Context: an optimization exercise on an open-source flow, tuned for small area, a short achievable clock period and few clock cycles. The choices shown serve that exercise and are no tape-out recipe. In this exercise RTL edits were held to simulation tests only and were not proved equivalent to the original. Power figures rest on the tool's default switching activity, not on a simulated workload.

==> flow/design.v <==
module Top(
    input                           sys_clk     ,
    input                           sys_rst_n   ,
    input                           trig        ,
    output  reg                     vld         ,
    input                   [9:0]   data_in     ,
    output  wire    signed  [12:0]  sin_out     ,
    output  wire    signed  [12:0]  cos_out
);
wire [7:0] r = data_in[7:0];
reg  [7:0] w;        
reg        sw;       
reg        s_neg;
reg        c_neg;
reg        busy;
always @(posedge sys_clk) begin
    w     <= r[7] ? (8'd0 - r) : r;
    sw    <= data_in[8] ^ data_in[7];
    s_neg <= data_in[9];
    c_neg <= data_in[9] ^ data_in[8];
end
always @(posedge sys_clk or negedge sys_rst_n) begin
    if (~sys_rst_n) begin
        busy <= 1'b0;
        vld  <= 1'b0;
    end
    else begin
        busy <= trig;
        vld  <= busy;
    end
end
wire [10:0] s_t;
wire [11:0] c_t;
sc_tab tab (.a(w), .s(s_t), .c(c_t));
wire        fix = sw && (w == 8'd108);
wire        w0  = (w == 8'd0);
wire [11:0] s_mag = sw ? c_t : {1'b0, s_t};
wire [11:0] c_mag = sw ? (fix ? 12'd1259 : {1'b0, s_t}) : c_t;
wire        s_n = s_neg & ~(w0 & ~sw);
wire        c_n = c_neg & ~(w0 & sw);
function [11:0] lowzero;
    input [11:0] m;
    reg   [11:0] n;
    reg          a01, a23, a45, a67, a89, p4, p8;
    begin
        n   = ~m;
        a01 = n[0] & n[1];
        a23 = n[2] & n[3];
        a45 = n[4] & n[5];
        a67 = n[6] & n[7];
        a89 = n[8] & n[9];
        p4  = a01 & a23;
        p8  = p4 & (a45 & a67);
        lowzero[0]  = 1'b1;
        lowzero[1]  = n[0];
        lowzero[2]  = a01;
        lowzero[3]  = a01 & n[2];
        lowzero[4]  = p4;
        lowzero[5]  = p4 & n[4];
        lowzero[6]  = p4 & a45;
        lowzero[7]  = p4 & (a45 & n[6]);
        lowzero[8]  = p8;
        lowzero[9]  = p8 & n[8];
        lowzero[10] = p8 & a89;
        lowzero[11] = p8 & (a89 & n[10]);
    end
endfunction
wire [11:0] s_z = lowzero(s_mag);
wire [11:0] c_z = lowzero(c_mag);
reg  [12:0] s_r, c_r;
always @(posedge sys_clk) begin
    s_r <= {s_n, s_mag ^ ({12{s_n}} & ~s_z)};
    c_r <= {c_n, c_mag ^ ({12{c_n}} & ~c_z)};
end
assign sin_out = s_r;
assign cos_out = c_r;
endmodule
module sc_tab(
    input  [7:0] a,
    output [10:0] s,
    output [11:0] c
);
wire new_n32;
wire new_n33;
wire new_n34;
wire new_n35;
wire new_n36;
wire new_n37;
wire new_n39;
wire new_n40;
wire new_n41;
wire new_n42;
wire new_n43;
wire new_n44;
wire new_n45;
wire new_n47;
wire new_n48;
wire new_n49;
wire new_n50;
wire new_n51;
wire new_n52;
wire new_n53;
wire new_n54;
wire new_n55;
wire new_n56;
wire new_n57;
wire new_n58;
wire new_n59;
wire new_n60;
wire new_n61;
wire new_n62;
wire new_n63;
wire new_n64;
wire new_n65;
wire new_n66;
wire new_n67;
wire new_n68;
wire new_n69;
wire new_n70;
wire new_n71;
wire new_n72;
wire new_n73;
wire new_n74;
wire new_n75;
wire new_n76;
wire new_n77;
wire new_n78;
wire new_n79;
wire new_n80;
wire new_n81;
wire new_n82;
wire new_n83;
wire new_n84;
wire new_n85;
wire new_n86;
wire new_n87;
wire new_n88;
wire new_n89;
wire new_n90;
wire new_n91;
wire new_n92;
wire new_n93;
wire new_n94;
wire new_n95;
wire new_n96;
wire new_n97;
wire new_n98;
wire new_n99;
wire new_n100;
wire new_n101;
wire new_n102;
wire new_n103;
wire new_n104;
wire new_n106;
wire new_n107;
wire new_n108;
wire new_n109;
wire new_n110;
wire new_n111;
wire new_n113;
wire new_n114;
wire new_n115;
wire new_n116;
wire new_n117;
wire new_n118;
wire new_n119;
wire new_n120;
wire new_n121;
wire new_n122;
wire new_n123;
wire new_n124;
wire new_n125;
wire new_n126;
wire new_n127;
wire new_n128;
wire new_n129;
wire new_n130;
wire new_n131;
wire new_n132;
wire new_n133;
wire new_n134;
wire new_n135;
wire new_n136;
wire new_n137;
wire new_n138;
wire new_n139;
wire new_n140;
wire new_n141;
wire new_n142;
wire new_n143;
wire new_n144;
wire new_n145;
wire new_n146;
wire new_n147;
wire new_n148;
wire new_n149;
wire new_n150;
wire new_n151;
wire new_n152;
wire new_n153;
wire new_n154;
wire new_n155;
wire new_n156;
wire new_n157;
wire new_n158;
wire new_n159;
wire new_n160;
wire new_n161;
wire new_n162;
wire new_n163;
wire new_n164;
wire new_n165;
wire new_n166;
wire new_n167;
wire new_n168;
wire new_n169;
wire new_n170;
wire new_n171;
wire new_n172;
wire new_n173;
wire new_n175;
wire new_n176;
wire new_n177;
wire new_n178;
wire new_n179;
wire new_n180;
wire new_n181;
wire new_n182;
wire new_n183;
wire new_n184;
wire new_n185;
wire new_n186;
wire new_n187;
wire new_n188;
wire new_n189;
wire new_n190;
wire new_n191;
wire new_n192;
wire new_n193;
wire new_n194;
wire new_n195;
wire new_n196;
wire new_n197;
wire new_n198;
wire new_n199;
wire new_n200;
wire new_n201;
wire new_n202;
wire new_n203;
wire new_n204;
wire new_n205;
wire new_n206;
wire new_n207;
wire new_n208;
wire new_n209;
wire new_n210;
wire new_n211;
wire new_n212;
wire new_n213;
wire new_n214;
wire new_n215;
wire new_n216;
wire new_n217;
wire new_n218;
wire new_n219;
wire new_n220;
wire new_n221;
wire new_n222;
wire new_n223;
wire new_n224;
wire new_n225;
wire new_n226;
wire new_n227;
wire new_n228;
wire new_n229;
wire new_n230;
wire new_n231;
wire new_n232;
wire new_n233;
wire new_n234;
wire new_n235;
wire new_n236;
wire new_n237;
wire new_n238;
wire new_n240;
wire new_n241;
wire new_n242;
wire new_n243;
wire new_n244;
wire new_n246;
wire new_n247;
wire new_n248;
wire new_n249;
wire new_n250;
wire new_n251;
wire new_n252;
wire new_n253;
wire new_n254;
wire new_n255;
wire new_n256;
wire new_n257;
wire new_n258;
wire new_n259;
wire new_n260;
wire new_n261;
wire new_n262;
wire new_n263;
wire new_n264;
wire new_n265;
wire new_n266;
wire new_n267;
wire new_n268;
wire new_n269;
wire new_n270;
wire new_n271;
wire new_n272;
wire new_n273;
wire new_n274;
wire new_n275;
wire new_n276;
wire new_n277;
wire new_n278;
wire new_n279;
wire new_n281;
wire new_n282;
wire new_n283;
wire new_n284;
wire new_n285;
wire new_n286;
wire new_n287;
wire new_n288;
wire new_n289;
wire new_n290;
wire new_n291;
wire new_n292;
wire new_n293;
wire new_n294;
wire new_n295;
wire new_n296;
wire new_n297;
wire new_n298;
wire new_n299;
wire new_n300;
wire new_n301;
wire new_n302;
wire new_n303;
wire new_n304;
wire new_n305;
wire new_n306;
wire new_n307;
wire new_n308;
wire new_n309;
wire new_n311;
wire new_n312;
wire new_n313;
wire new_n314;
wire new_n315;
wire new_n316;
wire new_n317;
wire new_n318;
wire new_n319;
wire new_n320;
wire new_n321;
wire new_n322;
wire new_n323;
wire new_n324;
wire new_n325;
wire new_n326;
wire new_n327;
wire new_n328;
wire new_n329;
wire new_n330;
wire new_n331;
wire new_n332;
wire new_n333;
wire new_n334;
wire new_n335;
wire new_n336;
wire new_n337;
wire new_n338;
wire new_n339;
wire new_n340;
wire new_n341;
wire new_n342;
wire new_n344;
wire new_n345;
wire new_n346;
wire new_n347;
wire new_n348;
wire new_n349;
wire new_n350;
wire new_n351;
wire new_n352;
wire new_n353;
wire new_n354;
wire new_n355;
wire new_n356;
wire new_n357;
wire new_n358;
wire new_n359;
wire new_n360;
wire new_n361;
wire new_n362;
wire new_n363;
wire new_n364;
wire new_n365;
wire new_n366;
wire new_n367;
wire new_n368;
wire new_n369;
wire new_n370;
wire new_n371;
wire new_n372;
wire new_n374;
wire new_n375;
wire new_n377;
wire new_n379;
wire new_n380;
wire new_n382;
wire new_n383;
wire new_n384;
wire new_n385;
wire new_n386;
wire new_n387;
wire new_n388;
wire new_n390;
wire new_n391;
wire new_n392;
wire new_n393;
wire new_n394;
wire new_n395;
wire new_n396;
wire new_n397;
wire new_n398;
wire new_n399;
wire new_n400;
wire new_n401;
wire new_n402;
wire new_n403;
wire new_n404;
wire new_n405;
wire new_n407;
wire new_n408;
wire new_n409;
wire new_n410;
wire new_n411;
wire new_n412;
wire new_n413;
wire new_n414;
wire new_n415;
wire new_n416;
wire new_n417;
wire new_n418;
wire new_n420;
wire new_n421;
wire new_n422;
wire new_n423;
wire new_n424;
wire new_n425;
wire new_n426;
wire new_n427;
wire new_n428;
wire new_n429;
wire new_n430;
wire new_n431;
wire new_n432;
wire new_n433;
wire new_n434;
wire new_n435;
wire new_n436;
wire new_n437;
wire new_n438;
wire new_n439;
wire new_n440;
wire new_n441;
wire new_n442;
wire new_n444;
wire new_n445;
wire new_n446;
wire new_n447;
wire new_n448;
wire new_n449;
wire new_n450;
wire new_n451;
wire new_n452;
wire new_n453;
wire new_n454;
wire new_n455;
wire new_n456;
wire new_n457;
wire new_n458;
wire new_n459;
wire new_n460;
wire new_n461;
wire new_n462;
wire new_n463;
wire new_n464;
wire new_n465;
wire new_n466;
wire new_n467;
wire new_n468;
wire new_n470;
wire new_n471;
wire new_n472;
wire new_n473;
wire new_n474;
wire new_n475;
wire new_n476;
wire new_n477;
wire new_n478;
wire new_n479;
wire new_n480;
wire new_n481;
wire new_n482;
wire new_n483;
wire new_n484;
wire new_n485;
wire new_n486;
wire new_n487;
wire new_n488;
wire new_n489;
wire new_n490;
wire new_n491;
wire new_n492;
wire new_n493;
wire new_n494;
wire new_n496;
wire new_n497;
wire new_n498;
wire new_n499;
wire new_n500;
wire new_n501;
wire new_n502;
wire new_n503;
wire new_n504;
wire new_n505;
wire new_n506;
wire new_n507;
wire new_n508;
wire new_n509;
wire new_n510;
wire new_n511;
wire new_n512;
wire new_n513;
wire new_n514;
wire new_n515;
wire new_n516;
wire new_n517;
wire new_n518;
wire new_n519;
wire new_n520;
wire new_n521;
wire new_n522;
wire new_n523;
wire new_n524;
wire new_n525;
wire new_n526;
wire new_n527;
wire new_n529;
wire new_n530;
wire new_n531;
wire new_n532;
wire new_n533;
wire new_n534;
wire new_n535;
wire new_n536;
wire new_n537;
wire new_n538;
wire new_n539;
wire new_n540;
wire new_n541;
wire new_n542;
wire new_n543;
wire new_n544;
wire new_n545;
wire new_n546;
wire new_n547;
wire new_n548;
wire new_n549;
wire new_n550;
wire new_n551;
wire new_n552;
wire new_n553;
wire new_n554;
wire new_n555;
wire new_n556;
wire new_n557;
wire new_n558;
wire new_n559;
wire new_n560;
assign new_n32 = a[2] & a[1];
assign new_n33 = ~a[3] & ~new_n32;
assign new_n34 = a[6] & a[4];
assign new_n35 = ~new_n33 & new_n34;
assign new_n36 = ~a[7] & ~new_n35;
assign new_n37 = a[6] & a[5];
assign s[10] = ~(new_n36 & ~new_n37);
assign new_n39 = ~a[4] & ~a[3];
assign new_n40 = ~a[2] & ~a[1];
assign new_n41 = ~a[4] & new_n40;
assign new_n42 = ~a[6] & a[5];
assign new_n43 = ~new_n41 & new_n42;
assign new_n44 = ~new_n39 & new_n43;
assign new_n45 = ~a[6] & ~new_n44;
assign s[9] = ~s[10] & ~new_n45;
assign new_n47 = ~a[5] & a[4];
assign new_n48 = a[1] & a[0];
assign new_n49 = ~a[4] & ~new_n48;
assign new_n50 = a[6] & a[3];
assign new_n51 = new_n49 & new_n50;
assign new_n52 = ~a[6] & new_n48;
assign new_n53 = ~a[4] & a[3];
assign new_n54 = new_n52 & new_n53;
assign new_n55 = ~a[6] & new_n39;
assign new_n56 = ~new_n54 & ~new_n55;
assign new_n57 = ~new_n51 & new_n56;
assign new_n58 = a[5] & ~new_n57;
assign new_n59 = a[4] & a[3];
assign new_n60 = ~new_n52 & new_n59;
assign new_n61 = ~a[5] & ~a[1];
assign new_n62 = new_n39 & ~new_n61;
assign new_n63 = ~new_n60 & ~new_n62;
assign new_n64 = ~new_n37 & ~new_n63;
assign new_n65 = ~a[1] & ~a[0];
assign new_n66 = new_n47 & new_n65;
assign new_n67 = a[5] & ~a[4];
assign new_n68 = ~a[3] & ~new_n67;
assign new_n69 = ~a[5] & a[1];
assign new_n70 = a[6] & ~new_n65;
assign new_n71 = ~new_n69 & new_n70;
assign new_n72 = new_n68 & new_n71;
assign new_n73 = ~new_n66 & ~new_n72;
assign new_n74 = ~new_n64 & new_n73;
assign new_n75 = ~new_n58 & new_n74;
assign new_n76 = a[2] & new_n75;
assign new_n77 = a[6] & ~a[4];
assign new_n78 = a[5] & a[3];
assign new_n79 = ~a[6] & ~a[5];
assign new_n80 = a[1] & ~new_n79;
assign new_n81 = ~new_n78 & ~new_n80;
assign new_n82 = new_n77 & ~new_n81;
assign new_n83 = a[4] & ~a[3];
assign new_n84 = ~a[5] & new_n83;
assign new_n85 = ~a[4] & a[1];
assign new_n86 = a[3] & new_n42;
assign new_n87 = ~new_n85 & new_n86;
assign new_n88 = ~new_n84 & ~new_n87;
assign new_n89 = ~new_n82 & new_n88;
assign new_n90 = ~new_n76 & ~new_n89;
assign new_n91 = ~new_n42 & new_n68;
assign new_n92 = ~new_n34 & new_n78;
assign new_n93 = ~new_n91 & ~new_n92;
assign new_n94 = new_n76 & new_n93;
assign new_n95 = ~new_n90 & ~new_n94;
assign new_n96 = new_n47 & new_n95;
assign new_n97 = a[3] & new_n95;
assign new_n98 = new_n67 & ~new_n97;
assign new_n99 = ~new_n96 & ~new_n98;
assign new_n100 = ~a[6] & ~new_n99;
assign new_n101 = new_n59 & new_n76;
assign new_n102 = ~a[6] & ~new_n101;
assign new_n103 = new_n99 & ~new_n102;
assign new_n104 = ~a[7] & ~new_n103;
assign s[8] = ~(~new_n100 & new_n104);
assign new_n106 = ~new_n55 & new_n95;
assign new_n107 = ~a[5] & ~a[4];
assign new_n108 = new_n48 & new_n107;
assign new_n109 = new_n106 & ~new_n108;
assign new_n110 = ~a[3] & new_n107;
assign new_n111 = ~new_n109 & ~new_n110;
assign s[7] = ~(~a[7] & ~new_n111);
assign new_n113 = ~a[6] & ~a[3];
assign new_n114 = ~a[1] & a[0];
assign new_n115 = ~a[4] & a[2];
assign new_n116 = a[4] & ~a[2];
assign new_n117 = ~new_n115 & ~new_n116;
assign new_n118 = new_n114 & ~new_n117;
assign new_n119 = ~a[2] & ~a[0];
assign new_n120 = ~new_n32 & ~new_n40;
assign new_n121 = ~new_n119 & new_n120;
assign new_n122 = new_n107 & ~new_n121;
assign new_n123 = a[2] & ~a[0];
assign new_n124 = ~a[6] & a[1];
assign new_n125 = ~new_n107 & ~new_n124;
assign new_n126 = ~new_n123 & ~new_n125;
assign new_n127 = a[6] & ~a[1];
assign new_n128 = new_n61 & new_n123;
assign new_n129 = ~new_n127 & ~new_n128;
assign new_n130 = ~new_n126 & new_n129;
assign new_n131 = ~new_n122 & ~new_n130;
assign new_n132 = ~new_n118 & new_n131;
assign new_n133 = new_n50 & new_n123;
assign new_n134 = ~a[2] & a[0];
assign new_n135 = a[6] & a[1];
assign new_n136 = ~new_n47 & new_n135;
assign new_n137 = ~new_n134 & new_n136;
assign new_n138 = ~new_n133 & ~new_n137;
assign new_n139 = ~new_n132 & new_n138;
assign new_n140 = ~new_n113 & ~new_n139;
assign new_n141 = a[1] & ~a[0];
assign new_n142 = ~new_n114 & ~new_n141;
assign new_n143 = a[6] & new_n142;
assign new_n144 = ~new_n40 & ~new_n143;
assign new_n145 = ~a[3] & ~new_n144;
assign new_n146 = a[6] & ~new_n123;
assign new_n147 = ~new_n32 & ~new_n146;
assign new_n148 = ~a[5] & ~new_n48;
assign new_n149 = ~new_n134 & new_n148;
assign new_n150 = ~new_n147 & new_n149;
assign new_n151 = ~new_n145 & ~new_n150;
assign new_n152 = new_n131 & new_n151;
assign new_n153 = ~a[3] & ~new_n152;
assign new_n154 = ~new_n140 & ~new_n153;
assign new_n155 = a[3] & a[2];
assign new_n156 = ~a[3] & ~a[2];
assign new_n157 = ~new_n155 & ~new_n156;
assign new_n158 = a[5] & ~a[1];
assign new_n159 = ~new_n69 & ~new_n158;
assign new_n160 = new_n77 & ~new_n159;
assign new_n161 = ~new_n157 & new_n160;
assign new_n162 = ~a[7] & ~new_n161;
assign new_n163 = ~new_n154 & new_n162;
assign new_n164 = new_n75 & ~new_n163;
assign new_n165 = ~a[6] & a[4];
assign new_n166 = ~a[5] & a[3];
assign new_n167 = ~new_n47 & ~new_n50;
assign new_n168 = ~new_n166 & ~new_n167;
assign new_n169 = ~new_n165 & ~new_n168;
assign new_n170 = new_n163 & ~new_n169;
assign new_n171 = ~a[2] & ~new_n170;
assign new_n172 = ~new_n164 & new_n171;
assign new_n173 = ~a[7] & ~new_n76;
assign s[6] = ~new_n172 & new_n173;
assign new_n175 = ~a[6] & new_n40;
assign new_n176 = ~a[4] & new_n142;
assign new_n177 = a[4] & ~a[1];
assign new_n178 = ~new_n119 & new_n177;
assign new_n179 = a[6] & ~new_n178;
assign new_n180 = ~new_n176 & new_n179;
assign new_n181 = ~new_n175 & ~new_n180;
assign new_n182 = new_n78 & ~new_n181;
assign new_n183 = a[1] & new_n134;
assign new_n184 = new_n151 & ~new_n183;
assign new_n185 = ~new_n182 & new_n184;
assign new_n186 = new_n77 & new_n134;
assign new_n187 = ~new_n55 & ~new_n107;
assign new_n188 = ~new_n186 & new_n187;
assign new_n189 = ~new_n185 & new_n188;
assign new_n190 = ~a[3] & a[0];
assign new_n191 = ~a[2] & ~new_n79;
assign new_n192 = new_n190 & new_n191;
assign new_n193 = ~a[3] & ~a[0];
assign new_n194 = ~a[2] & ~new_n166;
assign new_n195 = ~new_n193 & new_n194;
assign new_n196 = ~new_n37 & ~new_n195;
assign new_n197 = ~new_n123 & ~new_n134;
assign new_n198 = ~new_n158 & ~new_n197;
assign new_n199 = new_n196 & new_n198;
assign new_n200 = ~new_n192 & ~new_n199;
assign new_n201 = ~new_n189 & ~new_n200;
assign new_n202 = a[2] & a[0];
assign new_n203 = a[4] & new_n202;
assign new_n204 = a[3] & a[0];
assign new_n205 = a[6] & ~new_n204;
assign new_n206 = new_n165 & ~new_n190;
assign new_n207 = a[6] & a[2];
assign new_n208 = a[4] & ~new_n207;
assign new_n209 = new_n190 & ~new_n208;
assign new_n210 = ~new_n206 & ~new_n209;
assign new_n211 = ~new_n205 & new_n210;
assign new_n212 = ~new_n133 & ~new_n211;
assign new_n213 = ~new_n203 & ~new_n212;
assign new_n214 = ~new_n47 & ~new_n69;
assign new_n215 = new_n213 & ~new_n214;
assign new_n216 = new_n201 & ~new_n215;
assign new_n217 = ~new_n32 & ~new_n110;
assign new_n218 = ~a[0] & ~new_n217;
assign new_n219 = ~a[5] & ~new_n115;
assign new_n220 = ~a[6] & ~new_n219;
assign new_n221 = new_n116 & new_n142;
assign new_n222 = ~a[5] & new_n221;
assign new_n223 = ~new_n220 & ~new_n222;
assign new_n224 = ~new_n218 & new_n223;
assign new_n225 = ~a[6] & a[2];
assign new_n226 = ~a[5] & ~a[3];
assign new_n227 = ~new_n225 & new_n226;
assign new_n228 = ~new_n224 & new_n227;
assign new_n229 = new_n189 & ~new_n228;
assign new_n230 = ~new_n216 & ~new_n229;
assign new_n231 = a[2] & ~a[1];
assign new_n232 = new_n68 & new_n231;
assign new_n233 = ~new_n230 & new_n232;
assign new_n234 = a[5] & a[1];
assign new_n235 = ~new_n48 & ~new_n234;
assign new_n236 = new_n205 & ~new_n235;
assign new_n237 = ~new_n117 & new_n236;
assign new_n238 = new_n163 & ~new_n237;
assign s[5] = ~(~new_n233 & new_n238);
assign new_n240 = ~new_n53 & ~new_n83;
assign new_n241 = ~a[1] & ~new_n240;
assign new_n242 = new_n107 & ~new_n241;
assign new_n243 = new_n184 & new_n242;
assign new_n244 = new_n230 & ~new_n243;
assign s[4] = ~a[7] & ~new_n244;
assign new_n246 = ~new_n53 & ~new_n114;
assign new_n247 = ~new_n204 & new_n246;
assign new_n248 = ~a[4] & ~new_n119;
assign new_n249 = ~a[2] & a[1];
assign new_n250 = ~new_n248 & new_n249;
assign new_n251 = ~new_n247 & new_n250;
assign new_n252 = ~new_n221 & ~new_n251;
assign new_n253 = new_n50 & ~new_n252;
assign new_n254 = ~a[0] & new_n77;
assign new_n255 = new_n210 & ~new_n254;
assign new_n256 = new_n61 & new_n255;
assign new_n257 = ~a[3] & new_n41;
assign new_n258 = ~new_n141 & ~new_n257;
assign new_n259 = ~a[6] & ~new_n258;
assign new_n260 = a[4] & new_n204;
assign new_n261 = ~new_n85 & ~new_n260;
assign new_n262 = new_n207 & ~new_n261;
assign new_n263 = a[6] & ~new_n59;
assign new_n264 = new_n123 & new_n263;
assign new_n265 = new_n114 & ~new_n207;
assign new_n266 = a[5] & ~new_n265;
assign new_n267 = ~new_n264 & new_n266;
assign new_n268 = ~new_n262 & new_n267;
assign new_n269 = ~new_n259 & new_n268;
assign new_n270 = ~new_n256 & ~new_n269;
assign new_n271 = ~new_n253 & ~new_n270;
assign new_n272 = ~new_n207 & ~new_n236;
assign new_n273 = new_n47 & ~new_n272;
assign new_n274 = a[6] & ~new_n107;
assign new_n275 = new_n33 & new_n274;
assign new_n276 = ~new_n273 & new_n275;
assign new_n277 = new_n69 & ~new_n276;
assign new_n278 = ~new_n213 & new_n277;
assign new_n279 = ~new_n271 & ~new_n278;
assign s[3] = ~(~a[7] & ~new_n279);
assign new_n281 = a[4] & ~new_n156;
assign new_n282 = ~new_n226 & new_n281;
assign new_n283 = new_n226 & ~new_n281;
assign new_n284 = new_n114 & ~new_n283;
assign new_n285 = ~new_n282 & new_n284;
assign new_n286 = a[6] & ~new_n285;
assign new_n287 = ~new_n32 & ~new_n286;
assign new_n288 = a[3] & ~new_n114;
assign new_n289 = ~new_n234 & ~new_n288;
assign new_n290 = a[4] & ~new_n249;
assign new_n291 = ~new_n289 & new_n290;
assign new_n292 = ~new_n78 & ~new_n234;
assign new_n293 = ~new_n193 & ~new_n231;
assign new_n294 = ~new_n292 & ~new_n293;
assign new_n295 = new_n134 & new_n166;
assign new_n296 = ~new_n294 & ~new_n295;
assign new_n297 = ~new_n291 & new_n296;
assign new_n298 = new_n224 & new_n297;
assign new_n299 = ~new_n287 & new_n298;
assign new_n300 = new_n155 & new_n242;
assign new_n301 = ~a[6] & ~new_n300;
assign new_n302 = a[5] & ~a[3];
assign new_n303 = new_n41 & new_n302;
assign new_n304 = ~new_n166 & ~new_n303;
assign new_n305 = ~a[0] & ~new_n304;
assign new_n306 = a[0] & new_n304;
assign new_n307 = ~new_n305 & ~new_n306;
assign new_n308 = new_n301 & new_n307;
assign new_n309 = ~a[7] & ~new_n308;
assign s[2] = ~new_n299 & new_n309;
assign new_n311 = a[1] & new_n119;
assign new_n312 = ~new_n175 & ~new_n178;
assign new_n313 = ~new_n311 & new_n312;
assign new_n314 = a[3] & ~new_n313;
assign new_n315 = new_n162 & ~new_n314;
assign new_n316 = ~new_n40 & new_n240;
assign new_n317 = new_n42 & ~new_n316;
assign new_n318 = ~a[4] & ~a[0];
assign new_n319 = ~a[3] & ~new_n197;
assign new_n320 = ~new_n115 & ~new_n319;
assign new_n321 = ~new_n318 & ~new_n320;
assign new_n322 = new_n37 & ~new_n321;
assign new_n323 = ~new_n317 & ~new_n322;
assign new_n324 = new_n315 & ~new_n323;
assign new_n325 = new_n48 & new_n210;
assign new_n326 = ~a[6] & ~new_n325;
assign new_n327 = a[6] & new_n213;
assign new_n328 = new_n59 & ~new_n135;
assign new_n329 = ~new_n327 & ~new_n328;
assign new_n330 = ~new_n114 & ~new_n329;
assign new_n331 = ~new_n326 & ~new_n330;
assign new_n332 = ~a[2] & ~new_n331;
assign new_n333 = ~new_n138 & new_n315;
assign new_n334 = new_n225 & new_n325;
assign new_n335 = new_n231 & new_n263;
assign new_n336 = ~a[7] & ~a[5];
assign new_n337 = new_n83 & new_n127;
assign new_n338 = new_n336 & ~new_n337;
assign new_n339 = ~new_n335 & new_n338;
assign new_n340 = ~new_n334 & new_n339;
assign new_n341 = ~new_n333 & new_n340;
assign new_n342 = ~new_n332 & new_n341;
assign s[1] = ~(~new_n324 & ~new_n342);
assign new_n344 = new_n65 & ~new_n155;
assign new_n345 = new_n263 & new_n344;
assign new_n346 = ~new_n127 & ~new_n142;
assign new_n347 = ~new_n47 & ~new_n79;
assign new_n348 = ~new_n123 & new_n347;
assign new_n349 = ~new_n240 & ~new_n348;
assign new_n350 = ~new_n346 & new_n349;
assign new_n351 = new_n68 & ~new_n281;
assign new_n352 = ~new_n148 & ~new_n351;
assign new_n353 = ~new_n122 & new_n352;
assign new_n354 = ~new_n349 & ~new_n353;
assign new_n355 = ~new_n350 & ~new_n354;
assign new_n356 = ~new_n124 & ~new_n127;
assign new_n357 = new_n240 & ~new_n356;
assign new_n358 = ~new_n189 & new_n357;
assign new_n359 = ~new_n355 & ~new_n358;
assign new_n360 = new_n207 & ~new_n247;
assign new_n361 = a[1] & ~new_n155;
assign new_n362 = ~new_n117 & new_n361;
assign new_n363 = ~a[6] & a[3];
assign new_n364 = ~new_n40 & ~new_n363;
assign new_n365 = ~a[0] & ~new_n32;
assign new_n366 = ~new_n364 & new_n365;
assign new_n367 = a[5] & ~new_n175;
assign new_n368 = ~new_n366 & new_n367;
assign new_n369 = ~new_n362 & new_n368;
assign new_n370 = ~new_n360 & new_n369;
assign new_n371 = ~new_n359 & ~new_n370;
assign new_n372 = ~new_n345 & ~new_n371;
assign s[0] = ~a[7] & ~new_n372;
assign new_n374 = new_n68 & new_n175;
assign new_n375 = new_n318 & new_n374;
assign c[11] = ~a[7] & new_n375;
assign new_n377 = ~new_n36 & ~new_n336;
assign c[9] = ~new_n375 & ~new_n377;
assign new_n379 = ~s[10] & ~new_n375;
assign new_n380 = ~new_n273 & new_n379;
assign c[8] = ~(~new_n377 & ~new_n380);
assign new_n382 = new_n33 & new_n67;
assign new_n383 = a[6] & ~new_n382;
assign new_n384 = a[5] & ~new_n40;
assign new_n385 = new_n59 & new_n384;
assign new_n386 = ~new_n375 & ~new_n385;
assign new_n387 = ~new_n383 & new_n386;
assign new_n388 = new_n36 & ~new_n273;
assign c[7] = ~(~new_n387 & new_n388);
assign new_n390 = ~a[2] & new_n158;
assign new_n391 = ~new_n48 & new_n116;
assign new_n392 = new_n302 & ~new_n391;
assign new_n393 = ~a[0] & new_n41;
assign new_n394 = ~a[6] & ~new_n393;
assign new_n395 = ~new_n392 & new_n394;
assign new_n396 = new_n390 & new_n395;
assign new_n397 = ~a[7] & ~new_n375;
assign new_n398 = new_n43 & ~new_n240;
assign new_n399 = ~new_n32 & ~new_n107;
assign new_n400 = ~new_n202 & new_n399;
assign new_n401 = new_n50 & ~new_n158;
assign new_n402 = ~new_n400 & new_n401;
assign new_n403 = ~new_n398 & ~new_n402;
assign new_n404 = new_n397 & new_n403;
assign new_n405 = ~new_n276 & new_n404;
assign c[6] = ~new_n396 & new_n405;
assign new_n407 = a[6] & ~new_n120;
assign new_n408 = new_n214 & new_n407;
assign new_n409 = ~new_n273 & ~new_n408;
assign new_n410 = ~new_n201 & ~new_n409;
assign new_n411 = ~a[5] & ~new_n202;
assign new_n412 = ~new_n32 & new_n411;
assign new_n413 = new_n59 & ~new_n384;
assign new_n414 = ~new_n412 & new_n413;
assign new_n415 = new_n395 & ~new_n414;
assign new_n416 = new_n53 & new_n412;
assign new_n417 = ~a[7] & ~new_n416;
assign new_n418 = ~new_n415 & new_n417;
assign c[5] = ~(~new_n410 & new_n418);
assign new_n420 = ~new_n49 & new_n191;
assign new_n421 = a[2] & ~new_n166;
assign new_n422 = ~new_n65 & ~new_n421;
assign new_n423 = new_n223 & ~new_n422;
assign new_n424 = ~new_n420 & ~new_n423;
assign new_n425 = new_n61 & ~new_n202;
assign new_n426 = new_n157 & new_n425;
assign new_n427 = ~new_n424 & new_n426;
assign new_n428 = a[1] & ~new_n196;
assign new_n429 = ~a[4] & new_n157;
assign new_n430 = new_n158 & ~new_n429;
assign new_n431 = ~new_n115 & new_n193;
assign new_n432 = ~new_n430 & ~new_n431;
assign new_n433 = ~a[6] & new_n134;
assign new_n434 = a[5] & ~new_n433;
assign new_n435 = new_n432 & new_n434;
assign new_n436 = a[3] & ~a[2];
assign new_n437 = ~new_n143 & ~new_n436;
assign new_n438 = a[4] & ~new_n437;
assign new_n439 = ~new_n435 & ~new_n438;
assign new_n440 = new_n424 & new_n439;
assign new_n441 = ~new_n428 & ~new_n440;
assign new_n442 = ~new_n427 & new_n441;
assign c[4] = ~a[7] & ~new_n442;
assign new_n444 = ~new_n207 & ~new_n390;
assign new_n445 = ~a[0] & ~new_n444;
assign new_n446 = new_n80 & ~new_n363;
assign new_n447 = ~new_n255 & new_n446;
assign new_n448 = ~new_n445 & ~new_n447;
assign new_n449 = new_n165 & new_n411;
assign new_n450 = ~a[2] & new_n127;
assign new_n451 = a[3] & new_n450;
assign new_n452 = ~new_n37 & ~new_n451;
assign new_n453 = ~new_n449 & new_n452;
assign new_n454 = ~new_n300 & new_n453;
assign new_n455 = new_n432 & new_n454;
assign new_n456 = ~new_n448 & new_n455;
assign new_n457 = new_n47 & new_n120;
assign new_n458 = a[6] & new_n257;
assign new_n459 = ~new_n457 & ~new_n458;
assign new_n460 = ~a[0] & ~new_n42;
assign new_n461 = ~new_n344 & ~new_n460;
assign new_n462 = ~new_n374 & ~new_n461;
assign new_n463 = new_n459 & new_n462;
assign new_n464 = a[6] & a[0];
assign new_n465 = ~new_n459 & new_n464;
assign new_n466 = ~new_n463 & ~new_n465;
assign new_n467 = ~new_n455 & new_n466;
assign new_n468 = ~new_n456 & ~new_n467;
assign c[3] = ~(~a[7] & ~new_n468);
assign new_n470 = a[0] & new_n177;
assign new_n471 = ~new_n318 & ~new_n470;
assign new_n472 = ~a[6] & ~new_n471;
assign new_n473 = new_n106 & new_n472;
assign new_n474 = ~new_n110 & ~new_n158;
assign new_n475 = ~new_n197 & ~new_n474;
assign new_n476 = new_n59 & new_n141;
assign new_n477 = ~new_n475 & ~new_n476;
assign new_n478 = ~new_n76 & ~new_n477;
assign new_n479 = ~new_n151 & new_n165;
assign new_n480 = ~new_n37 & ~new_n335;
assign new_n481 = ~new_n316 & ~new_n480;
assign new_n482 = ~new_n224 & new_n450;
assign new_n483 = ~new_n481 & ~new_n482;
assign new_n484 = ~new_n479 & new_n483;
assign new_n485 = ~new_n131 & ~new_n421;
assign new_n486 = ~new_n302 & ~new_n436;
assign new_n487 = ~new_n485 & new_n486;
assign new_n488 = ~new_n83 & new_n120;
assign new_n489 = a[0] & ~new_n488;
assign new_n490 = ~new_n487 & new_n489;
assign new_n491 = ~new_n243 & ~new_n490;
assign new_n492 = new_n484 & new_n491;
assign new_n493 = ~new_n478 & new_n492;
assign new_n494 = ~new_n473 & new_n493;
assign c[2] = ~a[7] & ~new_n494;
assign new_n496 = a[5] & ~new_n201;
assign new_n497 = new_n201 & new_n255;
assign new_n498 = ~new_n127 & ~new_n190;
assign new_n499 = new_n240 & ~new_n498;
assign new_n500 = ~new_n240 & new_n498;
assign new_n501 = new_n197 & ~new_n500;
assign new_n502 = ~new_n499 & new_n501;
assign new_n503 = ~new_n497 & ~new_n502;
assign new_n504 = ~new_n496 & new_n503;
assign new_n505 = new_n205 & new_n292;
assign new_n506 = ~new_n121 & ~new_n264;
assign new_n507 = ~new_n505 & new_n506;
assign new_n508 = ~new_n317 & ~new_n507;
assign new_n509 = ~new_n504 & new_n508;
assign new_n510 = ~a[6] & new_n311;
assign new_n511 = ~new_n106 & new_n510;
assign new_n512 = a[0] & ~new_n241;
assign new_n513 = ~a[3] & new_n85;
assign new_n514 = ~new_n512 & ~new_n513;
assign new_n515 = new_n81 & ~new_n514;
assign new_n516 = new_n116 & ~new_n124;
assign new_n517 = new_n193 & new_n516;
assign new_n518 = ~new_n114 & new_n120;
assign new_n519 = ~a[4] & new_n127;
assign new_n520 = a[3] & ~new_n165;
assign new_n521 = ~new_n519 & new_n520;
assign new_n522 = new_n67 & new_n521;
assign new_n523 = ~new_n518 & new_n522;
assign new_n524 = ~new_n517 & ~new_n523;
assign new_n525 = ~new_n515 & new_n524;
assign new_n526 = ~new_n511 & new_n525;
assign new_n527 = ~new_n509 & new_n526;
assign c[1] = ~a[7] & ~new_n527;
assign new_n529 = ~new_n85 & new_n119;
assign new_n530 = ~new_n177 & new_n529;
assign new_n531 = new_n521 & ~new_n530;
assign new_n532 = ~a[3] & ~new_n510;
assign new_n533 = ~new_n32 & ~new_n207;
assign new_n534 = new_n248 & new_n533;
assign new_n535 = a[4] & ~new_n533;
assign new_n536 = ~new_n534 & ~new_n535;
assign new_n537 = new_n532 & new_n536;
assign new_n538 = ~new_n531 & ~new_n537;
assign new_n539 = ~new_n202 & ~new_n262;
assign new_n540 = ~new_n176 & ~new_n539;
assign new_n541 = ~a[6] & ~new_n141;
assign new_n542 = ~new_n50 & ~new_n83;
assign new_n543 = ~new_n541 & new_n542;
assign new_n544 = a[5] & ~new_n543;
assign new_n545 = ~new_n540 & ~new_n544;
assign new_n546 = ~new_n538 & new_n545;
assign new_n547 = ~new_n48 & new_n53;
assign new_n548 = ~new_n207 & new_n547;
assign new_n549 = ~new_n197 & new_n548;
assign new_n550 = ~new_n114 & new_n207;
assign new_n551 = ~new_n264 & new_n550;
assign new_n552 = new_n544 & ~new_n551;
assign new_n553 = ~new_n549 & new_n552;
assign new_n554 = ~new_n209 & ~new_n450;
assign new_n555 = ~new_n117 & ~new_n554;
assign new_n556 = ~new_n251 & ~new_n517;
assign new_n557 = ~new_n555 & new_n556;
assign new_n558 = new_n553 & new_n557;
assign new_n559 = ~new_n546 & ~new_n558;
assign new_n560 = ~new_n54 & ~new_n559;
assign c[0] = ~a[7] & ~new_n560;
assign c[10] = ~c[11];
endmodule
==> flow/flow/run.sh <==
#!/bin/bash
# The standard layout (standard.sh) with one added step and three settings:
#  - after the standard synthesis, the combinational logic between the standard
#    synthesis's flip-flops is mapped again by ABC for area (remap.script); the
#    flip-flops, their names and cell types are left as they are;
#  - synthesis maps no adder cells (ADDER_MAP_FILE empty);
#  - port buffers are buf_2 instead of the delay buffer buffer_ports picks;
#  - timing repair aims for SETUP_SLACK_MARGIN ns of setup slack.
# The clock period and constraints are the standard flow's. Each tool's output goes to a log here.
set -euo pipefail
W=$(pwd)
R=$W/orfs/results/$FLOW_PLATFORM/Top/base
P=$FLOW_HOME/platforms/$FLOW_PLATFORM
LIB=$P/lib/sky130_fd_sc_hd__tt_025C_1v80.lib
VARS=(ADDER_MAP_FILE= "BUFFER_PORTS_ARGS=-buffer_cell sky130_fd_sc_hd__buf_2" SETUP_SLACK_MARGIN=7.2)

bash standard.sh "${VARS[@]}" synth > synth.log 2>&1

cp "$R/1_2_yosys.v" "$W/standard_1_2_yosys.v"
python3 flow/split_lib.py "$LIB" "$P/config.mk" remap_comb.lib remap_seq.lib remap_dont_use.txt > split_lib.log 2>&1
cat > remap.ys <<EOT
read_liberty -lib remap_seq.lib
read_liberty -ignore_miss_func remap_comb.lib
read_verilog -defer $W/standard_1_2_yosys.v
hierarchy -top $FLOW_TOP
flatten
rename -hide w:*.*
opt_clean -purge
abc -liberty $LIB $(cat remap_dont_use.txt) -script $W/flow/remap.script
opt_clean -purge
hilomap -singleton -hicell sky130_fd_sc_hd__conb_1 HI -locell sky130_fd_sc_hd__conb_1 LO
splitnets
opt_clean -purge
insbuf -buf sky130_fd_sc_hd__buf_4 A X
stat -liberty $LIB
write_verilog -noattr -nohex -nodec $R/1_2_yosys.v
EOT
yosys -l remap.log -q remap.ys > /dev/null 2>&1
rm -f "$R/1_synth.odb" "$R/1_synth.sdc"

bash standard.sh "${VARS[@]}" finish > layout.log 2>&1
rm -f remap_comb.lib remap_seq.lib
==> flow/flow/remap.script <==
strash
dch
map -B 0.9
topo
stime -c
buffer -c
upsize -c -D 1800
dnsize -c -D 1800
==> flow/flow/split_lib.py <==
# split_lib.py LIB PLATFORM_CONFIG COMB_OUT SEQ_OUT DONTUSE_OUT
# Splits a Liberty file into its combinational cells (with functions) and the rest
# (flip-flops, latches, cells without a function), and writes the platform's
# DONT_USE_CELLS as yosys abc -dont_use arguments.
import re, sys
lib, cfg, comb_out, seq_out, du_out = sys.argv[1:6]
src = open(lib).read()
starts = [(m.start(), m.group(1)) for m in
          re.finditer(r'\n\s*cell\s*\(\s*"?([A-Za-z0-9_]+)"?\s*\)\s*\{', src)]
def block_end(pos):
    j = src.index('{', pos); depth = 0
    while True:
        c = src[j]
        if c == '{': depth += 1
        elif c == '}':
            depth -= 1
            if depth == 0: return j + 1
        j += 1
header = src[:starts[0][0]]
comb, seq = [], []
for pos, name in starts:
    body = src[pos:block_end(pos)]
    is_seq = re.search(r'\n\s*(ff|latch|statetable)\s*\(', body) is not None
    (seq if (is_seq or 'function' not in body) else comb).append(body)
open(comb_out, 'w').write(header + ''.join(comb) + '\n}\n')
open(seq_out, 'w').write(header + ''.join(seq) + '\n}\n')
# DONT_USE_CELLS += \ name name \ ... up to the first line not ending in a backslash
lines = open(cfg).read().split('\n')
du = []
for i, l in enumerate(lines):
    if re.match(r'\s*export\s+DONT_USE_CELLS\s*\+?=', l):
        j = i
        while True:
            du += re.findall(r'sky130_fd_sc_hd__[A-Za-z0-9_]+', lines[j])
            if not lines[j].rstrip().endswith('\\'): break
            j += 1
open(du_out, 'w').write(' '.join('-dont_use ' + c for c in du) + '\n')
print(len(comb), 'combinational cells,', len(seq), 'others,', len(du), 'dont_use')
==> flow/standard.sh <==
#!/bin/bash
# synth_recipe.tcl (not shown) runs the flow's synth.tcl, then flattens the netlist and writes it again
# the make line also repeats each setting of config.mk as NAME=value (left out here)
make -C /OpenROAD-flow-scripts/flow DESIGN_CONFIG=/design/flow/config.mk WORK_HOME=/design/flow/orfs CLKGATE_MAP_FILE= SYNTH_SCRIPT=/design/flow/synth_recipe.tcl "${@:-finish}"
==> flow/config.mk <==
export PLATFORM = sky130hd
export DESIGN_NAME = Top
export DESIGN_NICKNAME = Top
export VERILOG_FILES = /design/flow/design.v
export SDC_FILE = /design/flow/constraint.sdc
export NUM_CORES = 4
export LEC_CHECK = 0
export ABC_AREA = 1
export CAP_MARGIN = 20
export CORE_MARGIN = 2
export CORE_UTILIZATION = 40
export SLEW_MARGIN = 20
export SYNTH_MEMORY_MAX_BITS = 32768
==> flow/constraint.sdc <==
create_clock -name core_clock -period 10.0 [get_ports {sys_clk}]
set_input_delay 2.0000 -clock core_clock [delete_from_list [all_inputs] [get_ports {sys_clk}]]
set_output_delay 2.0000 -clock core_clock [all_outputs]
set_load 0.01 [all_outputs]
==> results.toml, run 1 <==
[detailed_routing]
drtIter0Drc = 723
wire_per_inst_microns = 19.7
drc = 0
drt-total-wl_mm = 16.6
vias = 5250
antenna_left = 0
viasPerCell = 6.24
drt-pass1-iter-count = 6

[power]
internal-power_mw = 0.458
pwr-share-seq_pct = 24.4
leakage_nw = 2.44
ir_worst_vdd_uv = 94.8
power_density_nw_per_um2 = 185
clock_power_share_pct = 18.0
sw_frac_of_total_pct = 46.5
power_mw = 0.855
power_frac_comb_pct = 57.5
power_switching_mw = 0.397

[finish]
seq_area_sq_um = 805
drive_gt1_share_pct = 20.4
finalInstanceArea_sq_um = 4630
antenna_cells = 0
multi_input_area_sq_um = 2650
fin_util_pct = 53.3
syn2layout_area_growth_pct = 29.7
fillers = 921
final_net_count = 746

[logic_synthesis]
post_synth_instance_area_sq_um = 3570
syn_avg_cell_area_sq_um = 5.40
yosys_warnings = 1
syn_nets = 673
synthCells = 660

[sta]
hold_viol_final = 0
period_needed_ns = 2.78
setup_violations = 0
slew_viol_final = 0
rsz0062_at_grt = "true"
fin_worst_skew_ns = 0.00927
worst_slew_pin_slew_ns = 0.645
fin_crit_sh_pct = 27.8
fmax_mhz = 360
relSlewSlack_pct = 57.0
tns_ns = 0

[cts]
numCtsBuffers = 5
clk_pin_slew_ns = 0.08
hold_buffers = 0
root_buffer = "clkbuf_8"
clockBufferDepth = 2
cts-htree-levels = 2
cts_sinks = 39
cts_tree = "yes"
clk_latency_ns = 0.29

[floorplanning]
placementRows = 34
dieWidth_microns = 98.4
fp.dieArea_sq_um = 9690
ioPinCount = 40
start_util_pct = 41.1
core_sq_um = 8680
fp.dieH_microns = 98.4

[critical_path]
cpMaxStageDelayCell = "dfrtp_1"
crit_chain = "buf_2"
cp.required_ns = 8.00
critPathKind = "register to output pin"
path_max_fanout = 1
slowest_delay_ns = 0.36
worst_setup_path_start_kind = "register"
arrival_ns = 0.78
cp-end-kind = "output pin"
critical-path-top-delay-family = "flip-flops"
path_buf_inv = 1

[global_route]
grt_max_degree = 28
grt_first_pass_wirelength_mm = 25.2
grt-ovfl-total = 0
antenna_found_initial = 0
grt_pass1_vias = 4746
grtUsageTotal_pct = 33.0

[placed_design]
place.gp.congestion = 1.11
portBuffers = 39
dpl.hpwl_mm = 12.2
postPlaceCellArea_sq_um = 3900

[min_path]
hp-class = "register to register"

[job]
maxCapViolCount = 0

[run_status]
status = "no timing/DRC/antenna violations"
final cells by class:
type | instances | area share [%]
Timing Repair Buffer | 75 | 12.2
Inverter | 82 | 7.35
Clock buffer | 6 | 1.57
Sequential cell | 39 | 17.4
Multi-Input combinational cell | 530 | 57.3
Clock inverter | 2 | 1.30
Tap cell | 108 | 2.92
flip-flops by register name (all words and copies together), names as in the netlist:
| name | cells |
|---|---|
| busy | 1 |
| vld | 1 |
| sw | 1 |
| w | 8 |
| c_r | 13 |
| s_r | 13 |
| c_neg | 1 |
| s_neg | 1 |
power groups by stage:
| stage | clock, mW | combinational, mW | sequential, mW |
|---|---|---|---|
| after floorplan | 0 | 0.237 | 0.237 |
| after global placement | 0 | 0.408 | 0.211 |
| after detailed placement | 0 | 0.402 | 0.211 |
| after CTS | 0.157 | 0.419 | 0.208 |
| after global routing | 0.163 | 0.526 | 0.213 |
| final | 0.154 | 0.492 | 0.209 |
through the flow:
stage / hold WS, ns / setup slack (ns) / std cells
finish: 0.357 / 7.22 / 842
global route: 0.375 / 7.16 / 842
CTS: 0.364 / 7.20 / 820
detailed placement: 0.346 / 6.49 / 803
global placement: 0.338 / 6.34 / 803
floorplan: 0.331 / 7.32 / 660
final timing paths:
| path | depth (start not counted) | to | slack, ns | from |
|---|---|---|---|---|
| setup / recovery | 1 | vld | 7.22 | vld |
| hold / removal | 0 | vld | 0.36 | busy |
| setup reg to reg | 19 | s_r[6] | 7.26 | w[4] |
| hold reg to reg | 0 | vld | 0.36 | busy |
| max in group asynchronous | 1 | busy | 8.43 | sys_rst_n |
| min in group asynchronous | 1 | vld | 1.48 | sys_rst_n |
cells in the final DEF (no fill, tap or decap), types with 11 or more instances in the layout:
master	n
a21oi_1	24
buf_2	39
buf_4	26
dfxtp_1	32
inv_1	72
nand2_1	208
nand2_2	26
nand3_1	59
nand4_1	18
nor2_1	59
o21ai_0	45
o22ai_1	13
xor2_1	11
worst reg2reg max path: stages (launching register included):
cell,delay (ns)
dfxtp_4,0.36
buf_12,0.15
clkinvlp_4,0.22
buf_4,0.21
nor2_4,0.16
nand2_1,0.07
nand2_1,0.10
nor2_2,0.06
nand3_2,0.11
nand2_1,0.08
nand2_2,0.09
nand2_1,0.10
a21oi_1,0.22
nand2_2,0.12
buf_4,0.15
nand3_1,0.07
nand4_1,0.15
nand2_1,0.12
nand3_1,0.08
nand2_1,0.08
repair_timing:
item,CTS,global route
cloned,0,1
buffers inserted,9,21
resized for setup,32,79
endpoints found under the setup margin,23,16
pin swaps,1,13
metal layers:
layer | wire length [microns] | global-route usage, % | vias to the layer above | part of all wire, %
met1 | 6300 | 44.9 | 2341 | 38
met3 | 2190 | 7.02 | 118 | 13
met2 | 6980 | 50.2 | 470 | 42
met4 | 1120 | 14.9 | 0 | 6.8
met5 | 0 | 0 | - | 0
li1 | - | - | 2321 | -
Testbench counts, summed over its fixed seeds: cycles 4,800.
==> run 2: changes to the inputs <==
==> flow/flow/remap.script (replaced) <==
strash
dch
map -B 0.9
topo
stime -c
buffer -c
upsize -c -D 1600
dnsize -c -D 1600
==> results.toml, run 2 <==
[run_status]
status = "no timing/DRC/antenna violations"

[finish]
final_net_count = 735
final_cell_mix = "nand2_1 (220), inv_1 (73), nor2_1 (64)"
drive_gt1_share_pct = 17.0
fin_util_pct = 50.4
layout.cells.non_filler = 831
final_common_cell = "nand2_1"
syn2layout_area_growth_pct = 22.1
largestRegisters = "c_r: 13 flops, s_r: 13 flops, w: 8 flops"
antenna_cells = 0

[critical_path]
cp.depth = 1
endpoint = "vld"
crit_chain = "buf_2"
cp.required_ns = 8.00
worst_setup_path_start_kind = "register"
r2r_end = "s_r[3]"
slowest_delay_ns = 0.36
ff2ff_setup_slack_ns = 7.29
rr_worst_depth = 19
arrival_ns = 0.79
path_buf_inv = 1
critPathKind = "register to output pin"
critical-path-top-delay-family = "flip-flops"
crit_path_start = "vld"
r2r_start = "w[5]"
cp-end-kind = "output pin"
path_max_fanout = 1
cpMaxStageDelayCell = "dfrtp_1"

[global_route]
grtUsageTotal_pct = 31.5
grt-ovfl-total = 0
grt_max_degree = 26
antenna_found_initial = 0
grt_pass1_vias = 4648
grt_first_pass_wirelength_mm = 24.1

[cts]
cts_sinks = 39
cts-htree-levels = 2
clockBufferDepth = 2
numCtsBuffers = 5
root_buffer = "clkbuf_8"
cts_tree = "yes"
clk_latency_ns = 0.29
clk_pin_slew_ns = 0.07

[detailed_routing]
drt-total-wl_mm = 16.3
vias = 5137
drc = 0
wire_per_inst_microns = 19.6
antenna_left = 0
drt-pass1-iter-count = 6
drtIter0Drc = 813
viasPerCell = 6.18

[sta]
rsz0062_at_grt = "true"
relSlewSlack_pct = 55.9
setup_ws_ns = 7.21
setup_violations = 0
worst_slew_pin_slew_ns = 0.661
tns_ns = 0
fin_worst_skew_ns = 0.00614
slew_viol_final = 0
fin_crit_sh_pct = 27.9
fmax_mhz = 359
hold_slack_ns = 0.354
period_needed_ns = 2.79
hold_viol_final = 0

[placed_design]
place.gp.congestion = 1.15
portBuffers = 39
dpl.hpwl_mm = 11.8
pre_cts_ws_ns = 6.70
post-place-cells = 801

[floorplanning]
fp.dieH_microns = 99.1
core_sq_um = 8760
dieWidth_microns = 99.1
start_util_pct = 41.3
fp.dieArea_sq_um = 9820
placementRows = 34
ioPinCount = 40

[power]
sw_frac_of_total_pct = 46.9
power_density_nw_per_um2 = 187
leakage_nw = 2.36
internal-power_mw = 0.439
power_switching_mw = 0.388
power_frac_comb_pct = 55.7
pwr-share-seq_pct = 25.7
clock_power_share_pct = 18.6
ir_worst_vdd_uv = 89.2

[logic_synthesis]
post_synth_instance_area_sq_um = 3620
syn_avg_cell_area_sq_um = 5.48
synthCells = 660
yosys_warnings = 1
syn_nets = 673

[min_path]
hp-class = "register to register"

[job]
maxCapViolCount = 0
==> run 2: changes by cell type in the layout (fill, tap and decap cells not counted), moves of 4 or more <==
| cell | previous run | this run |
|---|---|---|
| buf_4 | 26 | 20 |
| nand2_2 | 26 | 15 |
| buf_12 | 5 | 1 |
| nor2_1 | 59 | 64 |
| nand2_1 | 208 | 220 |
==> run 2: layout make-up <==
cell class	count	area (sq um)
Tap cell	108	135
Sequential cell	39	815
Clock buffer	6	72.6
Multi-Input combinational cell	531	2580
Fill cell	938	4350
Timing Repair Buffer	63	415
Clock inverter	2	60.1
Inverter	82	334
==> run 2: timing repair <==
action,in CTS,in global routing
pin swaps,0,3
hold endpoints to repair,0,0
hold buffers,0,0
resized for setup,17,43
gates cloned,0,2
endpoints found under the setup margin,22,17
buffers inserted,4,16
==> run 2: metal layers <==
layer	share of wire [%]	GRT usage, %	vias up	wire (microns)
li1	-	-	2303	-
met1	37	40.9	2231	6080
met2	38	43.9	472	6250
met3	16	11.9	131	2660
met4	7.9	19.1	0	1290
met5	0	0	-	0
==> run 2: worst min-delay path by stage <==
stage,end,slack (ns),from,cells past startpoint
finish,vld,0.35,busy,0
global route,vld,0.36,busy,0
CTS,vld,0.36,busy,0
detailed placement,vld,0.34,busy,0
global placement,vld,0.34,busy,0
floorplan,vld,0.33,busy,0
==> run 2: worst reg2reg max path, stage by stage, from the launching register on <==
cell     delay (ns)
dfxtp_4        0.37
buf_4          0.21
nand2_1        0.21
nand2_1        0.19
o21ai_1        0.21
nand2_1        0.08
a31oi_1        0.18
nand2_1        0.09
nand2_1        0.10
nand2_1        0.12
a21oi_2        0.17
nand2_2        0.11
nand2_1        0.09
nand2_1        0.08
nand2_2        0.12
nand2_1        0.08
nand2_2        0.08
nand2_1        0.06
nand2_1        0.05
nand2_1        0.05
==> run 2: power by group through the flow <==
stage / Sequential [mW] / Clock (mW) / Combinational, mW
floorplan: 0.238 / 0 / 0.244
global placement: 0.219 / 0 / 0.405
detailed placement: 0.219 / 0 / 0.398
CTS: 0.217 / 0.157 / 0.405
global route: 0.217 / 0.163 / 0.494
finish: 0.213 / 0.154 / 0.460
==> run 2: metrics by stage <==
stage,instance area (sq um),total power [mW]
final,4420,0.827
after global routing,4420,0.873
after CTS,4130,0.779
after detailed placement,3920,0.617
after global placement,3920,0.625
after floorplan,3620,0.482
==> run 3: changes to the inputs <==
==> flow/flow/remap.script (replaced) <==
strash
dch
map -B 0.9
topo
stime -c
buffer -c
upsize -c -D 1400
dnsize -c -D 1400
==> results.toml, run 3 <==
[global_route]
gr-max-usage-layer = "met2"
grtUsageTotal_pct = 29.7
grt_util_met1_pct = 38.5
grt_first_pass_wirelength_mm = 25.1
antenna_found_initial = 0
grt-ovfl-total = 0
grt_pass1_vias = 4680
grt_max_degree = 28
use_met2_pct = 45.0
grt_use_met3_pct = 8.37

[critical_path]
rr_worst_depth = 15
r2r_end = "c_r[5]"
crit_chain = "buf_6"
cp-end-kind = "output pin"
ff2ff_setup_slack_ns = 7.33
cpMaxStageDelayCell = "dfrtp_1"
arrival_ns = 0.80
cp.required_ns = 8.00
path_buf_inv = 1
path_max_fanout = 1
cp.depth = 1
worst_setup_path_start_kind = "register"
critPathKind = "register to output pin"
critical-path-top-delay-family = "flip-flops"
r2r_start = "w[4]"
slowest_delay_ns = 0.38

[min_path]
min_from = "busy"
hp-class = "register to register"
min_delay_path_depth = 0
holdPathEnd = "vld"

[finish]
largestRegisters = "c_r: 13 flops, s_r: 13 flops, w: 8 flops"
final_common_cell = "nand2_1"
fillers = 1054
final_net_count = 717
syn2layout_area_growth_pct = 13.3
final_cell_mix = "nand2_1 (204), inv_1 (65), nor2_1 (58)"
drive_gt1_share_pct = 20.0
antenna_cells = 0
layout.cells.non_filler = 838

[cts]
cts_tree = "yes"
cts-htree-levels = 2
clk_pin_slew_ns = 0.09
clk_latency_ns = 0.30
root_buffer = "clkbuf_8"
clockBufferDepth = 2
cts_sinks = 39
numCtsBuffers = 5

[placed_design]
place.gp.congestion = 1.09
dpl.hpwl_mm = 12.2
post-place-cells = 828
pre_cts_ws_ns = 7.00
portBuffers = 39

[sta]
relSlewSlack_pct = 52.0
fin_worst_skew_ns = 0.00876
setup_violations = 0
hold_viol_final = 0
period_needed_ns = 2.80
worst_slew_pin_slew_ns = 0.711
tns_ns = 0
slew_viol_final = 0
fmax_mhz = 358
fin_crit_sh_pct = 28.0
rsz0062_at_grt = "true"
setup_ws_ns = 7.20

[power]
pwr-share-seq_pct = 26.1
internal-power_mw = 0.415
power_frac_comb_pct = 57.3
clock_power_share_pct = 16.6
sw_frac_of_total_pct = 49.1
power_mw = 0.814
ir_worst_vdd_uv = 101
leakage_nw = 2.36
power_density_nw_per_um2 = 180
power_switching_mw = 0.400

[detailed_routing]
viasPerCell = 5.91
wire_per_inst_microns = 19.1
antenna_left = 0
drtIter0Drc = 572
drc = 0
vias = 4949
drt-pass1-iter-count = 5
drt-total-wl_mm = 16.0

[logic_synthesis]
synthCells = 660
syn_avg_cell_area_sq_um = 6.04
post_synth_instance_area_sq_um = 3990
syn_nets = 673
yosys_warnings = 1

[floorplanning]
ioPinCount = 40
fp.dieArea_sq_um = 10800
fp.dieH_microns = 104
dieWidth_microns = 104
start_util_pct = 41.0
core_sq_um = 9730
placementRows = 36

[job]
maxCapViolCount = 0

[run_status]
status = "no timing/DRC/antenna violations"
## run 3: worst register-to-register path: cells and delay by family, from the launching register on
kind / cells / cell delay [ns]
compound gates: 3 / 0.70
buf+inv: 3 / 0.54
flops: 1 / 0.34
simple gates: 9 / 0.99
## run 3: power groups by stage
stage                     clock network [mW]  registers (mW)  logic, mW
after global routing                   0.141           0.216      0.505
after CTS                              0.135           0.212      0.447
after detailed placement                   0           0.216      0.444
final                                  0.135           0.213      0.466
after floorplan                            0           0.247      0.280
after global placement                     0           0.215      0.454
## run 3: how the worst max path moves through the flow
| stage | endpoint | start |
|---|---|---|
| floorplan | w[5] | data_in[1] |
| global placement | c_r[5] | w[5] |
| detailed placement | s_r[3] | w[5] |
| CTS | vld | vld |
| global route | vld | vld |
| finish | vld | vld |
## run 3: layout make-up
type	instances	area, sq um	area share (%)
tap	133	166	3.69
clock inverter	3	43.8	0.970
multi-input combinational	530	2770	61.3
clock buffer	5	68.8	1.52
timing repair buffer	46	293	6.48
inverter	82	373	8.26
sequential	39	801	17.7
## run 3: per-layer routing
layer,up-vias,share of wire (%)
met2,360,42
met1,2238,40
li1,2260,-
met5,-,0
met4,0,6.6
met3,91,12
## run 3: what timing repair did
item / CTS / global route
pin swaps: 0 / 1
hold buffers: 0 / 0
setup endpoints to repair: 15 / 16
resized for setup: 4 / 20
setup buffers: 0 / 2
## run 3: per-stage QoR
stage               util [%]  hold slack, ns  cell area [sq um]
floorplan                  -           0.331               3990
global placement        44.4           0.340               4320
detailed placement      44.4           0.345               4320
CTS                     45.6           0.360               4440
global route            46.4           0.372               4520
finish                  46.4           0.356               4520
==> run 4: changes to the inputs <==
==> flow/flow/remap.script (replaced) <==
strash
dch
map -B 0.9
topo
stime -c
buffer -c
upsize -c -D 1700
dnsize -c -D 1700
==> results.toml, run 4 <==
[run_status]
status = "no timing/DRC/antenna violations"

[placed_design]
dpl.hpwl_mm = 11.6
portBuffers = 39
pre_cts_ws_ns = 6.30
place.gp.congestion = 1.13

[min_path]
hp-class = "register to register"

[cts]
hold_buffers = 0
cts_tree = "yes"
numCtsBuffers = 5
clk_latency_ns = 0.29
root_buffer = "clkbuf_8"
clk_pin_slew_ns = 0.08
cts-htree-levels = 2
clockBufferDepth = 2
cts_sinks = 39

[floorplanning]
fp.dieArea_sq_um = 9720
ioPinCount = 40
fp.dieH_microns = 98.6
core_sq_um = 8720
placementRows = 34
start_util_pct = 41.0
dieWidth_microns = 98.6

[critical_path]
arrival_ns = 0.78
critical-path-top-delay-family = "flip-flops"
path_buf_inv = 1
worst_setup_path_start_kind = "register"
crit_chain = "buf_2"
path_max_fanout = 1
cp.required_ns = 8.00
slowest_delay_ns = 0.36
critPathKind = "register to output pin"
cp-end-kind = "output pin"
cpMaxStageDelayCell = "dfrtp_1"

[logic_synthesis]
syn_avg_cell_area_sq_um = 5.42
yosys_warnings = 1
post_synth_instance_area_sq_um = 3580
synthCells = 660
syn_nets = 673

[finish]
drive_gt1_share_pct = 15.5
antenna_cells = 0
largestRegisters = "c_r: 13 flops, s_r: 13 flops, w: 8 flops"
final_net_count = 728
final_common_cell = "nand2_1"
syn2layout_area_growth_pct = 21.3
final_cell_mix = "nand2_1 (218), inv_1 (72), nor2_1 (63)"

[power]
leakage_nw = 2.33
ir_worst_vdd_uv = 134
power_density_nw_per_um2 = 186

[sta]
fin_worst_skew_ns = 0.0110
relSlewSlack_pct = 58.0
period_needed_ns = 2.78
setup_ws_ns = 7.22
hold_viol_final = 0
fin_crit_sh_pct = 27.8
slew_viol_final = 0
fmax_mhz = 359
rsz0062_at_grt = "true"
tns_ns = 0
worst_slew_pin_slew_ns = 0.629
setup_violations = 0

[detailed_routing]
drt-pass1-iter-count = 6
drc = 0
drtIter0Drc = 704
drt-total-wl_mm = 15.5
vias = 4999
wire_per_inst_microns = 18.8
viasPerCell = 6.07
antenna_left = 0

[global_route]
grt_first_pass_wirelength_mm = 23.6
grtUsageTotal_pct = 30.7
grt_max_degree = 28
grt-ovfl-total = 0
antenna_found_initial = 0
grt_pass1_vias = 4488

[job]
maxCapViolCount = 0
-- run 4: changes by cell type in the layout (fill, tap and decap cells not counted), moves of 4 or more --
| cell | delta |
|---|---|
| nand3_1 | +5 |
| inv_1 | +7 |
| inv_2 | -7 |
| nand2_2 | -8 |
| nor2_1 | +5 |
| nand3_2 | -5 |
| buf_4 | +11 |
| nand2_1 | +14 |
| nand2_4 | -4 |
| o21ai_0 | +8 |
| o21ai_1 | -6 |
-- run 4: metrics by stage --
stage / power [mW] / hold WS [ns] / instances / area (sq um) / utilization, %
after detailed placement: 0.607 / 0.341 / 802 / 3900 / 44.7
final: 0.809 / 0.355 / 824 / 4340 / 49.8
after floorplan: 0.477 / 0.331 / 660 / 3580 / -
after global placement: 0.615 / 0.337 / 802 / 3900 / 44.7
after CTS: 0.767 / 0.359 / 811 / 4100 / 47.0
after global routing: 0.859 / 0.362 / 824 / 4340 / 49.8
-- run 4: layout make-up --
type                    count  area [sq um]
fillers                   920          4380
multi-input cells         530          2560
flip-flops and latches     39           803
repair buffers             57           375
inverters                  82           339
well taps                 108           135
clock buffers               6          72.6
clock inverters             2          60.1
-- run 4: routing by layer --
metal | vias up | GRT usage, % | wire length [microns]
li1 | 2281 | - | -
met1 | 2212 | 41.8 | 6030
met2 | 424 | 45.5 | 6450
met3 | 82 | 8.51 | 2190
met4 | 0 | 13.3 | 803
met5 | - | 0 | 0
-- run 4: worst paths after layout --
kind                           start  endpoint  slack [ns]  depth (start not counted)
max in group asynchronous  sys_rst_n      busy        8.43                          1
setup / recovery                 vld       vld        7.22                          1
hold / removal                  busy       vld        0.35                          0
hold reg to reg                 busy       vld        0.35                          0
min in group asynchronous  sys_rst_n       vld        1.48                          1
setup reg to reg                w[5]    s_r[3]        7.39                         23
-- run 4: power breakdown --
group / switching (mW) / internal [mW]
clock: 0.0558 / 0.0998
sequential: 0.0172 / 0.194
combinational: 0.300 / 0.142
-- run 4: repair_timing --
item	in CTS	in global routing
pin swaps	0	3
setup buffers	1	13
endpoints found under the setup margin	26	17
resized for setup	22	51
hold endpoints to repair	0	0
==> run 5: changes to the inputs <==
==> flow/flow/remap.script (replaced) <==
strash
dch
map -B 0.9
topo
stime -c
buffer -c
upsize -c -D 1500
dnsize -c -D 1500
==> results.toml, run 5 <==
[logic_synthesis]
synthCells = 660
syn_nets = 673
yosys_warnings = 1
syn_avg_cell_area_sq_um = 5.60
post_synth_instance_area_sq_um = 3690

[sta]
relSlewSlack_pct = 57.4
slew_viol_final = 0
period_needed_ns = 2.79
tns_ns = 0
hold_viol_final = 0
setup_violations = 0
fmax_mhz = 358
fin_crit_sh_pct = 27.9
worst_slew_pin_slew_ns = 0.638
rsz0062_at_grt = "true"
fin_worst_skew_ns = 0.00739

[floorplanning]
fp.dieArea_sq_um = 10000
dieWidth_microns = 100
core_sq_um = 9110
fp.dieH_microns = 100
placementRows = 35
ioPinCount = 40
start_util_pct = 40.5

[power]
clock_power_share_pct = 13.9
power_frac_comb_pct = 58.6
sw_frac_of_total_pct = 50.4
internal-power_mw = 0.380
power_switching_mw = 0.386
pwr-share-seq_pct = 27.6
power_density_nw_per_um2 = 180
ir_worst_vdd_uv = 92.0
leakage_nw = 2.28

[placed_design]
portBuffers = 39
place.gp.congestion = 1.05
post-place-cells = 805
dpl.hpwl_mm = 12.3

[finish]
syn2layout_area_growth_pct = 15.4
largestRegisters = "c_r: 13 flops, s_r: 13 flops, w: 8 flops"
antenna_cells = 0
fin_util_pct = 46.8
fillers = 1011
drive_gt1_share_pct = 15.6
final_cell_mix = "nand2_1 (219), inv_1 (70), nor2_1 (63)"
final_common_cell = "nand2_1"
multi_input_area_sq_um = 2570
layout.cells.non_filler = 821
seq_area_sq_um = 806
final_net_count = 722

[cts]
root_buffer = "clkbuf_8"
numCtsBuffers = 5
cts_sinks = 39
cts_tree = "yes"
clockBufferDepth = 2
cts-htree-levels = 2
clk_pin_slew_ns = 0.08
clk_latency_ns = 0.30

[critical_path]
cp.required_ns = 8.00
path_buf_inv = 1
cp-end-kind = "output pin"
arrival_ns = 0.79
slowest_delay_ns = 0.36
cpMaxStageDelayCell = "dfrtp_1"
path_max_fanout = 1
critPathKind = "register to output pin"
worst_setup_path_start_kind = "register"
crit_chain = "buf_2"
critical-path-top-delay-family = "flip-flops"

[detailed_routing]
viasPerCell = 6.12
wire_per_inst_microns = 19.6
drtIter0Drc = 784
antenna_left = 0
drc = 0
vias = 5022
drt-pass1-iter-count = 7
drt-total-wl_mm = 16.1

[job]
maxCapViolCount = 0

[global_route]
antenna_found_initial = 0
grtUsageTotal_pct = 32.4
grt-ovfl-total = 0
grt_first_pass_wirelength_mm = 24.9
grt_pass1_vias = 4634
grt_max_degree = 28

[min_path]
hp-class = "register to register"

[run_status]
status = "no timing/DRC/antenna violations"
[run 5: repair_timing]
| item | CTS | global route |
|---|---|---|
| pin swaps | 0 | 2 |
| resized for setup | 7 | 29 |
| buffers inserted | 0 | 7 |
| gates cloned | 0 | 1 |
| setup endpoints to repair | 16 | 17 |
| hold buffers | 0 | 0 |
[run 5: layer usage]
metal	vias up	GRT usage (%)	share of wire [%]
met5	-	0	0
met4	0	18.0	7.2
met3	120	7.38	13
met2	425	47.8	41
met1	2211	43.5	39
li1	2266	-	-
[run 5: area by class of cell]
class	instances	area share [%]
Clock buffer	5	1.61
Clock inverter	3	0.352
Inverter	82	8.13
Multi-Input combinational cell	531	60.4
Sequential cell	39	18.9
Tap cell	111	3.26
Timing Repair Buffer	50	7.37
[run 5: worst paths after layout]
check / startpoint / cells after the start / slack, ns / to
setup reg to reg: w[2] / 16 / 7.33 / s_r[5]
min in group asynchronous: sys_rst_n / 1 / 1.47 / busy
hold / removal: busy / 0 / 0.36 / vld
hold reg to reg: busy / 0 / 0.36 / vld
setup / recovery: vld / 1 / 7.21 / vld
max in group asynchronous: sys_rst_n / 1 / 8.44 / busy
[run 5: metrics by stage]
step / hold slack (ns) / instance area, sq um / power [mW] / worst slack [ns]
3_3_place_gp: 0.335 / 4010 / 0.635 / 6.77
2_1_floorplan: 0.331 / 3690 / 0.491 / 7.32
3_5_place_dp: 0.346 / 4010 / 0.628 / 6.90
5_1_grt: 0.365 / 4260 / 0.815 / 7.18
6_report: 0.361 / 4260 / 0.766 / 7.21
4_1_cts: 0.364 / 4100 / 0.736 / 7.20
[run 5: power groups by stage]
| stage | Sequential (mW) | Combinational, mW | Clock [mW] |
|---|---|---|---|
| 2_1_floorplan | 0.240 | 0.251 | 0 |
| 3_3_place_gp | 0.214 | 0.421 | 0 |
| 3_5_place_dp | 0.216 | 0.412 | 0 |
| 4_1_cts | 0.213 | 0.414 | 0.109 |
| 5_1_grt | 0.215 | 0.486 | 0.115 |
| 6_report | 0.211 | 0.448 | 0.106 |

Re-timed with assumed drivers on the ports (clkbuf_16 on the clock, buf_2 on other inputs), run 5 has 7.175 ns of setup slack against 7.207 ns with ideal ports, and 7.095 ns once port delays also move by the mid clock arrival of 0.329 ns.
